Background: an optimization exercise with open tools, aiming at a short achievable clock period and few clock cycles. Do not read the settings as production practice.
Function was checked by simulation only, so behaviour that the tests miss may differ from the original.
Power and IR drop assume default switching activity.

<file path="design.v">
`timescale 1ns / 1ps
module rv32i_pc #(
    parameter int WIDTH = 32
) (
    input logic clk,
    rst,
    i_pc_sel,
    input logic [WIDTH-1:0] i_jump_target,
    output logic [WIDTH-1:0] o_pc, o_pc_plus_4
);
    assign o_pc_plus_4 = o_pc + 32'd4;
    always_ff @(posedge clk) begin
        if (rst) o_pc <= 32'd0;
        else o_pc <= (i_pc_sel) ? i_jump_target : o_pc_plus_4;
    end
endmodule
`timescale 1ns / 1ps
module rv32i_decoder (
    input logic [31:0] i_inst,
    output logic [4:0] o_rs1_addr,
    output logic [4:0] o_rs2_addr,
    output logic [4:0] o_rd_addr,
    output logic [31:0] o_imm,
    output logic [2:0] o_funct3,
    output logic [6:0] o_opcode,
    output logic [5-1:0] o_alu_op,
    output logic [5-1:0] o_branch_op
);
    logic [31:0] imm;
    logic [ 6:0] o_funct7;
    always_comb begin
        o_opcode   = i_inst[6:0];
        o_funct3   = i_inst[14:12];
        o_funct7   = i_inst[31:25];
        o_rs1_addr = i_inst[19:15];
        o_rs2_addr = i_inst[24:20];
        o_rd_addr  = i_inst[11:7];
    end
    always_comb begin
        unique case (o_opcode)
            7'b0110111, 7'b0010111: imm = {i_inst[31], i_inst[30:12], {12{1'b0}}};   
            7'b0010011, 7'b0000011, 7'b1100111:
            imm = {{21{i_inst[31]}}, i_inst[30:20]};   
            7'b0100011: imm = {{21{i_inst[31]}}, i_inst[30:25], i_inst[11:7]};   
            7'b1100011:
            imm = {{20{i_inst[31]}}, i_inst[7], i_inst[30:25], i_inst[11:8], 1'b0};   
            7'b1101111:
            imm = {{12{i_inst[31]}}, i_inst[19:12], i_inst[20], i_inst[30:21], 1'b0};   
            7'b1110011, 7'b0001111: imm = 0;
            default: imm = 0;
        endcase
    end
    assign o_imm = imm;
    always_comb begin
        unique case (o_opcode)
            7'b0110011, 7'b0010011: begin
                unique case (o_funct3)
                    3'b000:
                    o_alu_op = (o_funct7[5] && (o_opcode == 7'b0110011)) ? 5'd1 : 5'd0;
                    3'b001: o_alu_op = 5'd7;
                    3'b010: o_alu_op = 5'd2;
                    3'b011: o_alu_op = 5'd3;
                    3'b100: o_alu_op = 5'd4;
                    3'b101: o_alu_op = (o_funct7[5]) ? 5'd9 : 5'd8;
                    3'b110: o_alu_op = 5'd5;
                    3'b111: o_alu_op = 5'd6;
                    default: o_alu_op = 5'd0;   
                endcase
            end
            7'b0110111:   o_alu_op = 5'd16;   
            7'b0010111: o_alu_op = 5'd0;   
            default:       o_alu_op = 5'd0;   
        endcase
    end
    always_comb begin
        if (o_opcode == 7'b1100011) begin
            unique case (o_funct3)
                3'b000:  o_branch_op = 5'd10;
                3'b001: o_branch_op = 5'd11;
                3'b100:  o_branch_op = 5'd12;
                3'b101:  o_branch_op = 5'd13;
                3'b110: o_branch_op = 5'd14;
                3'b111: o_branch_op = 5'd15;
                default:     o_branch_op = 5'd0;   
            endcase
        end else o_branch_op = 'd0;   
    end
endmodule
`timescale 1ns / 1ps
module rv32i_cu (
    input logic [6:0] i_opcode,
    output logic o_reg_write_en,
    o_mem_write_en,
    o_mem_read_en,
    o_alu_src_a,
    o_do_branch,
    o_do_jump,
    output logic [1:0] o_wb_sel,
    output logic [1:0] o_alu_src_b
);
    always_comb begin : control_unit
        o_reg_write_en = 0;
        o_mem_write_en = 0;
        o_mem_read_en  = 0;
        o_do_branch    = 0;
        o_do_jump      = 0;
        o_wb_sel       = 2'b00;
        o_alu_src_a    = 1'b0;
        o_alu_src_b    = 2'b00;
        unique case (i_opcode)
            7'b0110011: begin
                o_alu_src_a    = 1'b0;
                o_alu_src_b    = 2'b00;
                o_reg_write_en = 1;
                o_wb_sel       = 2'b00;
            end
            7'b0010011: begin
                o_alu_src_a    = 1'b0;
                o_alu_src_b    = 2'b01;
                o_reg_write_en = 1;
                o_wb_sel       = 2'b00;
            end
            7'b1100011: begin
                o_alu_src_a    = 1'b1;
                o_alu_src_b    = 2'b01;
                o_do_branch    = 1;
            end
            7'b1101111: begin
                o_alu_src_a    = 1'b1;
                o_alu_src_b    = 2'b01;
                o_do_jump      = 1;
                o_reg_write_en = 1;
                o_wb_sel       = 2'b10;  
            end
            7'b1100111: begin
                o_alu_src_a    = 1'b0;
                o_alu_src_b    = 2'b01;
                o_do_jump      = 1;
                o_reg_write_en = 1;
                o_wb_sel       = 2'b10;  
            end
            7'b0110111: begin
                o_alu_src_b    = 2'b01;
                o_reg_write_en = 1;
                o_wb_sel       = 2'b00;  
            end
            7'b0010111: begin
                o_alu_src_a    = 1'b1;
                o_alu_src_b    = 2'b01;
                o_reg_write_en = 1;
                o_wb_sel       = 2'b00;  
            end
            7'b0100011: begin
                o_mem_write_en = 1;
                o_alu_src_a    = 1'b0;
                o_alu_src_b    = 2'b01;
            end
            7'b0000011: begin
                o_alu_src_a    = 1'b0;
                o_alu_src_b    = 2'b01;
                o_reg_write_en = 1;
                o_wb_sel       = 2'b01;  
            end
            default: begin
                o_reg_write_en = 0;
                o_mem_write_en = 0;
                o_mem_read_en  = 0;
                o_do_branch    = 0;
                o_do_jump      = 0;
                o_wb_sel       = 2'b00;  
                o_alu_src_a    = 1'b0;
                o_alu_src_b    = 2'b00;
            end
        endcase
    end
endmodule
`timescale 1ns / 1ps
module rv32i_basereg #(
    parameter int WIDTH = 32,
    parameter int ADDR_WIDTH = 5
) (
    input logic clk,
    rst,
    i_we,
    input logic [ADDR_WIDTH-1:0] i_rs1_addr,
    input logic [ADDR_WIDTH-1:0] i_rs2_addr,
    input logic [ADDR_WIDTH-1:0] i_rd_addr,
    input logic [WIDTH-1:0] i_rd_data,
    output logic [WIDTH-1:0] o_rs1_data,
    output logic [WIDTH-1:0] o_rs2_data
);
    logic [WIDTH-1:0] reg_file[0:31];   
    always_comb begin
        o_rs1_data  = reg_file[i_rs1_addr];
        o_rs2_data  = reg_file[i_rs2_addr];
    end
    always_ff @(posedge clk or posedge rst) begin
        if (rst) begin
            for (int i = 0; i < 32; i++) begin
                reg_file[i] <= 0;
            end
        end else if (i_we && i_rd_addr != 0) begin
            reg_file[i_rd_addr] <= i_rd_data;
        end
        reg_file[0] <= 0;  
    end
endmodule
`timescale 1ns / 1ps
module rv32i_alu #(
    parameter WIDTH = 32
) (
    output logic [WIDTH-1:0] o_result,
    input logic [5-1:0] i_alu_op,
    input logic i_alu_src_a,
    input logic [WIDTH-1:0] i_rs1_data,
    input logic [WIDTH-1:0] i_pc,
    input logic [1:0] i_alu_src_b,
    input logic [WIDTH-1:0] i_rs2_data,
    input logic [WIDTH-1:0] i_imm
);
    logic [WIDTH-1:0] rs1;
    logic [WIDTH-1:0] rs2;
    assign rs1 = (i_alu_src_a) ? i_pc : i_rs1_data;
    always_comb
        unique case (i_alu_src_b)
            2'b01: rs2 = i_imm;
            2'b10: rs2 = 32'd4;
            default:        rs2 = i_rs2_data;
        endcase
    logic [4:0] shamt;
    assign shamt = rs2[4:0];
    always_comb begin
        o_result      = 'd0;   
        unique case (i_alu_op)
            5'd0:  o_result = (rs1 + rs2);
            5'd1:  o_result = (rs1 - rs2);
            5'd7:  o_result = rs1 << shamt;
            5'd2:  o_result = {{WIDTH - 1{1'b0}}, ($signed(rs1) < $signed(rs2))};
            5'd3: o_result = {{WIDTH - 1{1'b0}}, (rs1 < rs2)};
            5'd4:  o_result = rs1 ^ rs2;
            5'd8:  o_result = (rs1 >> shamt);
            5'd9:  o_result = ($signed(rs1) >>> shamt);
            5'd5:   o_result = rs1 | rs2;
            5'd6:  o_result = rs1 & rs2;
            5'd16:  o_result = rs2;   
            default:   o_result = 0;   
        endcase
    end
endmodule
`timescale 1ns / 1ps
module rv32i_branch_unit #(
    parameter WIDTH = 32
) (
    output logic o_pc_sel,
    input logic [5-1:0] i_branch_op,
    input logic [WIDTH-1:0] i_rs1_data,
    input logic [WIDTH-1:0] i_rs2_data,
    input logic i_do_branch,
    i_do_jump
);
	logic o_take_branch;
    logic [WIDTH-1:0] rs1;
    logic [WIDTH-1:0] rs2;
    assign rs1 = i_rs1_data;
    assign rs2 = i_rs2_data;
    always_comb begin
        o_take_branch = 1'b0;   
        unique case (i_branch_op)
            5'd10:  o_take_branch = (rs1 == rs2);
            5'd11: o_take_branch = (rs1 != rs2);
            5'd12:  o_take_branch = ($signed(rs1) < $signed(rs2));
            5'd13:  o_take_branch = ($signed(rs1) >= $signed(rs2));
            5'd14: o_take_branch = (rs1 < rs2);
            5'd15: o_take_branch = (rs1 >= rs2);
            default:  o_take_branch = 1'b0;   
        endcase
    end
	assign o_pc_sel = (i_do_branch && o_take_branch) || i_do_jump;
endmodule
`timescale 1ns / 1ps
module rv32i_write_back_mux #(
    parameter WIDTH = 32
) (
    output logic [WIDTH-1:0] o_wb_data,
    input logic [WIDTH-1:0] i_alu_result,
    input logic [WIDTH-1:0] i_mem_data,
    input logic [WIDTH-1:0] i_pc_plus_4,
    input logic [1:0] i_wb_sel
    );
    always_comb begin
        unique case (i_wb_sel)
            2'b00: o_wb_data = i_alu_result;   
            2'b01: o_wb_data = i_mem_data;     
            2'b10:  o_wb_data = i_pc_plus_4;            
            default:     o_wb_data = 'd0;             
        endcase
    end
endmodule
`timescale 1ns / 1ps
module rv32i_data_mem #(
    parameter int WIDTH = 32,
    parameter int ADDR_WIDTH = 32
) (
    input logic i_dm_we,
    input logic [ADDR_WIDTH-1:0] i_dm_addr,
    input logic [WIDTH-1:0] i_dm_data_in,
    input logic [2:0] i_dm_func3,   
    output logic [WIDTH-1:0] o_dm_data_out,
    input logic [WIDTH-1:0] i_mem_rdata,    
    output logic [WIDTH-1:0] o_mem_wdata,
    output logic [3:0] o_mem_wmask
);
    logic [WIDTH-1:0] LOAD_w;
    logic [15:0] LOAD_hw;
    logic [7:0] LOAD_b;
    logic LOAD_sign;
    always_comb begin
        LOAD_w = i_mem_rdata;   
        LOAD_hw = i_dm_addr[1] ? LOAD_w[31:16] : LOAD_w[15:0];
        LOAD_b = i_dm_addr[0] ? LOAD_hw[15:8] : LOAD_hw[7:0];
        LOAD_sign = !i_dm_func3[2] ? (i_dm_func3[0] ? LOAD_hw[15] : LOAD_b[7]) : 1'b0;
        unique case (i_dm_func3)
            3'b000, 3'b100:
            o_dm_data_out = {{24{LOAD_sign}}, LOAD_b};   
            3'b001, 3'b101:
            o_dm_data_out = {{16{LOAD_sign}}, LOAD_hw};   
            3'b010: o_dm_data_out = LOAD_w;   
            default: o_dm_data_out = '0;   
        endcase
    end
    always_comb begin
        o_mem_wmask = 4'b0000;
        o_mem_wdata = i_dm_data_in;
        if (i_dm_we) begin
            unique case (i_dm_func3)
                3'b010: o_mem_wmask = 4'b1111;   
                3'b001: begin   
                    o_mem_wmask = i_dm_addr[1] ? 4'b1100 : 4'b0011;
                    o_mem_wdata = {2{i_dm_data_in[15:0]}};
                end
                3'b000: begin   
                    o_mem_wmask = 4'b0001 << i_dm_addr[1:0];
                    o_mem_wdata = {4{i_dm_data_in[7:0]}};
                end
                default: ;
            endcase
        end
    end
endmodule
`timescale 1ns / 1ps
module rv32i_core (
    input logic clk,
    rst,
    output logic [31:0] imem_addr,
    input logic [31:0] imem_rdata,
    output logic [31:0] dmem_addr,
    input logic [31:0] dmem_rdata,
    output logic [31:0] dmem_wdata,
    output logic [3:0] dmem_wmask
);
    localparam WIDTH = 32;
    logic [WIDTH-1:0] alu_result;
    logic pc_sel;
    logic [WIDTH-1:0] pc, pc_plus_4;
    rv32i_pc #(
        .WIDTH(WIDTH)
    ) pc_unit (
        .clk(clk),
        .rst(rst),
        .i_jump_target(alu_result),   
        .o_pc(pc),
        .o_pc_plus_4(pc_plus_4),
        .i_pc_sel(pc_sel)   
    );
    logic [WIDTH-1:0] inst;
    assign imem_addr = pc;
    assign inst = imem_rdata;
    logic [4:0] rs1_addr;
    logic [4:0] rs2_addr;
    logic [4:0] rd_addr;
    logic [31:0] imm;
    logic [2:0] funct3;
    logic [6:0] opcode;
    logic [5-1:0] alu_op, branch_op;
    rv32i_decoder decoder (
        .i_inst(inst),
        .o_rs1_addr(rs1_addr),
        .o_rs2_addr(rs2_addr),
        .o_rd_addr(rd_addr),
        .o_imm(imm),
        .o_funct3(funct3),
        .o_opcode(opcode),
        .o_alu_op(alu_op),
        .o_branch_op(branch_op)
    );
    logic reg_write_en;
    logic mem_write_en;
    logic mem_read_en;
    logic alu_src_a;
    logic do_branch, do_jump;
    logic [1:0] alu_src_b, wb_sel;
    rv32i_cu control_unit (
        .i_opcode(opcode),
        .o_reg_write_en(reg_write_en),
        .o_mem_write_en(mem_write_en),
        .o_mem_read_en(mem_read_en),
        .o_alu_src_a(alu_src_a),
        .o_alu_src_b(alu_src_b),
        .o_do_branch(do_branch),
        .o_do_jump(do_jump),
        .o_wb_sel(wb_sel)
    );
    logic [WIDTH-1:0] rs1_data;
    logic [WIDTH-1:0] rs2_data;
    logic [WIDTH-1:0] rd_data;
    rv32i_basereg #(
        .WIDTH(WIDTH)
    ) reg_file (
        .clk(clk),
        .rst(rst),
        .i_we(reg_write_en),
        .i_rs1_addr(rs1_addr),
        .i_rs2_addr(rs2_addr),
        .i_rd_addr(rd_addr),
        .i_rd_data(rd_data),
        .o_rs1_data(rs1_data),
        .o_rs2_data(rs2_data)
    );
    rv32i_alu #(
        .WIDTH(WIDTH)
    ) alu (
        .o_result(alu_result),
        .i_alu_op(alu_op),
        .i_alu_src_a(alu_src_a),
        .i_rs1_data(rs1_data),
        .i_pc(pc),
        .i_alu_src_b(alu_src_b),
        .i_rs2_data(rs2_data),
        .i_imm(imm)
    );
    rv32i_branch_unit #(
        .WIDTH(WIDTH)
    ) branch_unit (
        .o_pc_sel(pc_sel),
        .i_branch_op(branch_op),
        .i_rs1_data(rs1_data),
        .i_rs2_data(rs2_data),
        .i_do_branch(do_branch),
        .i_do_jump(do_jump)
    );
    logic [WIDTH-1:0] dm_data_out;
    rv32i_data_mem #(
        .WIDTH(WIDTH)
    ) data_mem (
        .i_dm_we(mem_write_en),
        .i_dm_addr(alu_result),
        .i_dm_data_in(rs2_data),
        .i_dm_func3(funct3),
        .o_dm_data_out(dm_data_out),
        .i_mem_rdata(dmem_rdata),
        .o_mem_wdata(dmem_wdata),
        .o_mem_wmask(dmem_wmask)
    );
    assign dmem_addr = alu_result;
    rv32i_write_back_mux #(
        .WIDTH(WIDTH)
    ) wb_mux (
        .o_wb_data(rd_data),
        .i_alu_result(alu_result),
        .i_mem_data(dm_data_out),
        .i_pc_plus_4(pc_plus_4),  
        .i_wb_sel(wb_sel)
    );
endmodule
</file>
<file path="run.sh">
#!/bin/bash
# synth_recipe.tcl (not shown) runs the flow's synth.tcl, then flattens the netlist and writes it again
# the make line also repeats each setting of config.mk as NAME=value (left out here)
make -C /OpenROAD-flow-scripts/flow DESIGN_CONFIG=/design/flow/config.mk WORK_HOME=/design/flow/orfs CLKGATE_MAP_FILE= SYNTH_SCRIPT=/design/flow/synth_recipe.tcl finish
</file>
<file path="config.mk">
export PLATFORM = sky130hd
export DESIGN_NAME = rv32i_core
export DESIGN_NICKNAME = rv32i_core
export VERILOG_FILES = /design/flow/design.v
export SDC_FILE = /design/flow/constraint.sdc
export NUM_CORES = 4
export LEC_CHECK = 0
export CAP_MARGIN = 20
export CORE_MARGIN = 2
export CORE_UTILIZATION = 40
export PLACE_DENSITY = 0.6
export SETUP_SLACK_MARGIN = 0.5
export SLEW_MARGIN = 20
</file>
<file path="constraint.sdc">
create_clock -name core_clock -period 13.0 [get_ports {clk}]
set_input_delay 2.6000 -clock core_clock [delete_from_list [all_inputs] [get_ports {clk}]]
set_output_delay 2.6000 -clock core_clock [all_outputs]
set_load 0.01 [all_outputs]
</file>
==> results.txt <==
power by group through the flow:
stage	Sequential, µW	Combinational [µW]	Clock, µW
6_report	3530	1890	3650
5_1_grt	3520	1940	3770
4_1_cts	3500	1790	3640
3_5_place_dp	3560	1780	0
3_3_place_gp	3570	1780	0
2_1_floorplan	3480	963	0
logic make-up (layout without fill, tap and decap cells):
family / Yosys count / after routing
fa+ha+maj: 139 / 139
compound gates: 2593 / 2593
flops: 1024 / 1024
buf+inv: 812 / 1104
other cells: 0 / 20
simple gates: 2751 / 2751
mux: 152 / 152
xor+xnor: 54 / 54
metrics by stage:
stage,utilization [%],setup WS [ps]
after floorplan,-,-4980
after global placement,44.5,-329
after detailed placement,44.6,-227
after CTS,47.4,497
after global routing,47.7,324
final,47.7,445
cell type report:
type | count | share of cell area (%)
antenna | 20 | 0.0674
clock buffer | 156 | 4.41
clock inverter | 66 | 1.25
inverter | 145 | 0.741
multi-input combinational | 5689 | 47.0
sequential | 1024 | 34.3
tap | 2058 | 3.47
timing repair buffer | 737 | 8.76
sequential cells by signal, indices dropped and copies added (netlist names):
register	flops
reg_file.reg_file	992
pc_unit.o_pc	32
repair_timing:
item                       CTS  global route
cloned                       0             1
buffers inserted            25            14
setup endpoints to repair   13            11
resized for setup           15            42
pin swaps                   11            11
hold endpoints to repair     0             0
worst paths after layout:
| path | start | endpoint |
|---|---|---|
| setup / recovery | imem_rdata[21] | dmem_addr[30] |
| hold / removal | reg_file.reg_file[5][24] | reg_file.reg_file[5][24] |
| setup reg to reg | reg_file.reg_file[16][2] | reg_file.reg_file[25][2] |
| hold reg to reg | reg_file.reg_file[5][24] | reg_file.reg_file[5][24] |
| max in group asynchronous | rst | reg_file.reg_file[4][26] |
| min in group asynchronous | rst | reg_file.reg_file[28][0] |
layout by cell type, fill, tap and decap left out, types with 33 or more instances in the layout:
cell               n
ha_1             136
nand2_1          874
nor3_1            73
a31oi_1           36
a22oi_1          612
o22ai_1           47
nor2_4            79
a22o_1            77
a222oi_1          33
and3_1           353
nand3_1          169
o21ai_0          611
nor4_1            34
dfrtp_1          992
buf_12            43
a21o_1            37
xnor2_1           39
mux2_2            44
nor2_1           776
a221oi_1          54
a21oi_1          630
clkbuf_16        118
clkdlybuf4s50_1  156
buf_4            526
o211ai_1          34
mux2i_1          101
a21oi_2           50
inv_1            135
nand4_1          107
a2111oi_0         75
layer usage:
metal	up-vias	global-route usage [%]	part of all wire (%)
met2	6529	70.1	40
met4	40	36.5	9.2
met1	34400	63.6	37
li1	28000	-	-
met5	-	0.757	0.11
met3	1985	20.4	14
critical path, delay by kind of cell:
family,cells,cell delay [ps]
AOI/OAI and AO/OA,11,2850
and+or+nand+nor,7,1450
adders and majority gates,1,420
buffers and inverters,8,2370
xor gates and xnor gates,1,180
==> results.toml <==
[placed_design]
placed_area_mm2 = 0.0694
dp_hpwl_um = 297000
placed_cells = 9613
numPortBuffers = 165
place_congestion = 1.09

[clocking]
hold_buffers = 0
cts.htree.levels = 3
cts.path.max_buffers = 3
cts_tree = "yes"
cts_root_buffer = "clkbuf_16"
clk_pin_slew_worst_paths_ps = 60
clock_latency_ps = 850
cts_sinks = 1024
cts_made_buffers = 117

[layout]
final-instance-count-excl-fill = 9895
nets = 7919
area_delta_synth_final_pct = 18.6
multi_input_area_mm2 = 0.0350
regArea_mm2 = 0.0255
drive_gt1_share_pct = 14.6
final_cell_area_mm2 = 0.0743
n_fill_cell = 15100

[setup_path]
cpMaxStageDelayCell = "or3b_2"
regToRegSetupSlack_ps = 4920
cp_slowest_stage_delay_ps = 610
arrival_ps = 9960
critPathMaxFanout = 30
crit_top_cell = "buf_4"
ff2ff_path_depth = 26
cp-end-kind = "primary output"
start_kind = "input port"
criticalPathCategory = "input port to primary output"
worstPathRequired_ps = 10400

[synthesis]
synth_largest_area_cell = "dfrtp_1"
synth_top_area_share_pct = 39.6
yosysMostFrequentCell = "dfrtp_1"
synth_top_family_by_area = "compound AO/OA/AOI/OAI gates"
synthMuxAreaShare_pct = 2.60
async_reset_ff_share_pct = 96.9
synth_seq_cells = 1024
yosys-top-cells-count = "992 x dfrtp_1, 898 x nand2_1, 868 x nor2_1"
synthCells = 7525
syn_avg_cell_area_um2 = 8.33
synth_fa_ha_area_share_pct = 2.80
synth-simple-area-share_pct = 20.4
synth_cell_types = 117
synth_flop_cell = "dfrtp_1"
syn_nets = 7730
synth_compound_area_share_pct = 27.3
synth_xor_area_share_pct = 0.755
synthesis.area_mm2 = 0.0627
ys_seq_area_share_pct = 40.6
synth_edf_count = 0
ys.warnings.count = 9
ys_top_cells_by_area = "dfrtp_1 40%, a22oi_1 7.3%, nand2_1 5.4%, nor2_1 5.2%, a21oi_1 5.0%"

[pwr]
p_total_uw = 9060
ir_drop_mv = 0.117
pwr-share-comb_pct = 20.8
intPower_uw = 5960
switchingPower_uw = 3100
clock_power_share_pct = 40.3
p_per_area_mw_per_mm2 = 122
swShare_pct = 34.2
sequentialPowerShare_pct = 38.9
power.leakage_uw = 0.0335

[sta]
tightest_slew_ps = 1150
fin_crit_ps = 12560
fin_crit_sh_pct = 96.6
final_hold_viol_count = 0
tns_ps = 0
setup_violations = 0
rsz0062_at_grt = "yes"
clock_skew_ps = 111
slew_headroom_pct = 23.1
whs_ps = 507
slew_viol_final = 0
max_freq_ghz = 0.0796

[hold_path]
worstHoldPathType = "register to register"
holdPathStages = 2

[die]
pin_count = 166
die_h_um = 400
num_rows = 145
dieArea_mm2 = 0.160
core_area_mm2 = 0.156
die_w_um = 400
start_util_pct = 40.2

[flow_run]
maxCapViolCount = 0

[drt]
viasPerCell = 7.17
detail-route-antenna-nets = 0
routedWlPerCell_um = 42.0
dr.pass1.iters = 15
route.detailed.drc = 0
drt_iter0_markers = 13000
totalWireLength_um = 416000
num_vias = 71000

[global_route]
overflow = 0
grt_pass1_vias = 65400
grt_pass1_wl_um = 559000
antenna_found_initial = 33
grt_max_degree = 151
grt_use_total_pct = 50.7

[run_status]
status = "no timing/DRC/antenna violations"
Testbench counts, summed over its fixed seeds: cycles 182,828.

re-timing with driven ports:
The results above use ideal ports. As a check the final layout listed here was re-extracted and re-timed, cells and wires unchanged. Step 1, drivers: a clkbuf_16 drives clk and a buf_2 each remaining input, both assumed. Step 2 moves the port delays by t, midway between the first and last clock arrival at a register: inputs arrive t later, outputs are due t later. That takes back most of the time a late clock gives input paths. a / b / c = ideal ports / drivers / drivers and shift; a / b = the first two.
t (ns): 0.871
setup WS [ns]: 0.445 / 0.422 / 0.422
hold WS [ns]: 0.507 / 0.507 / 0.507
worst register clock-pin slew, ns: 0.07 / 0.07
After both steps setup and hold are still met in this run. The setup slack of this run moves by -0.023 ns with the drivers and by -0.023 ns with both steps.
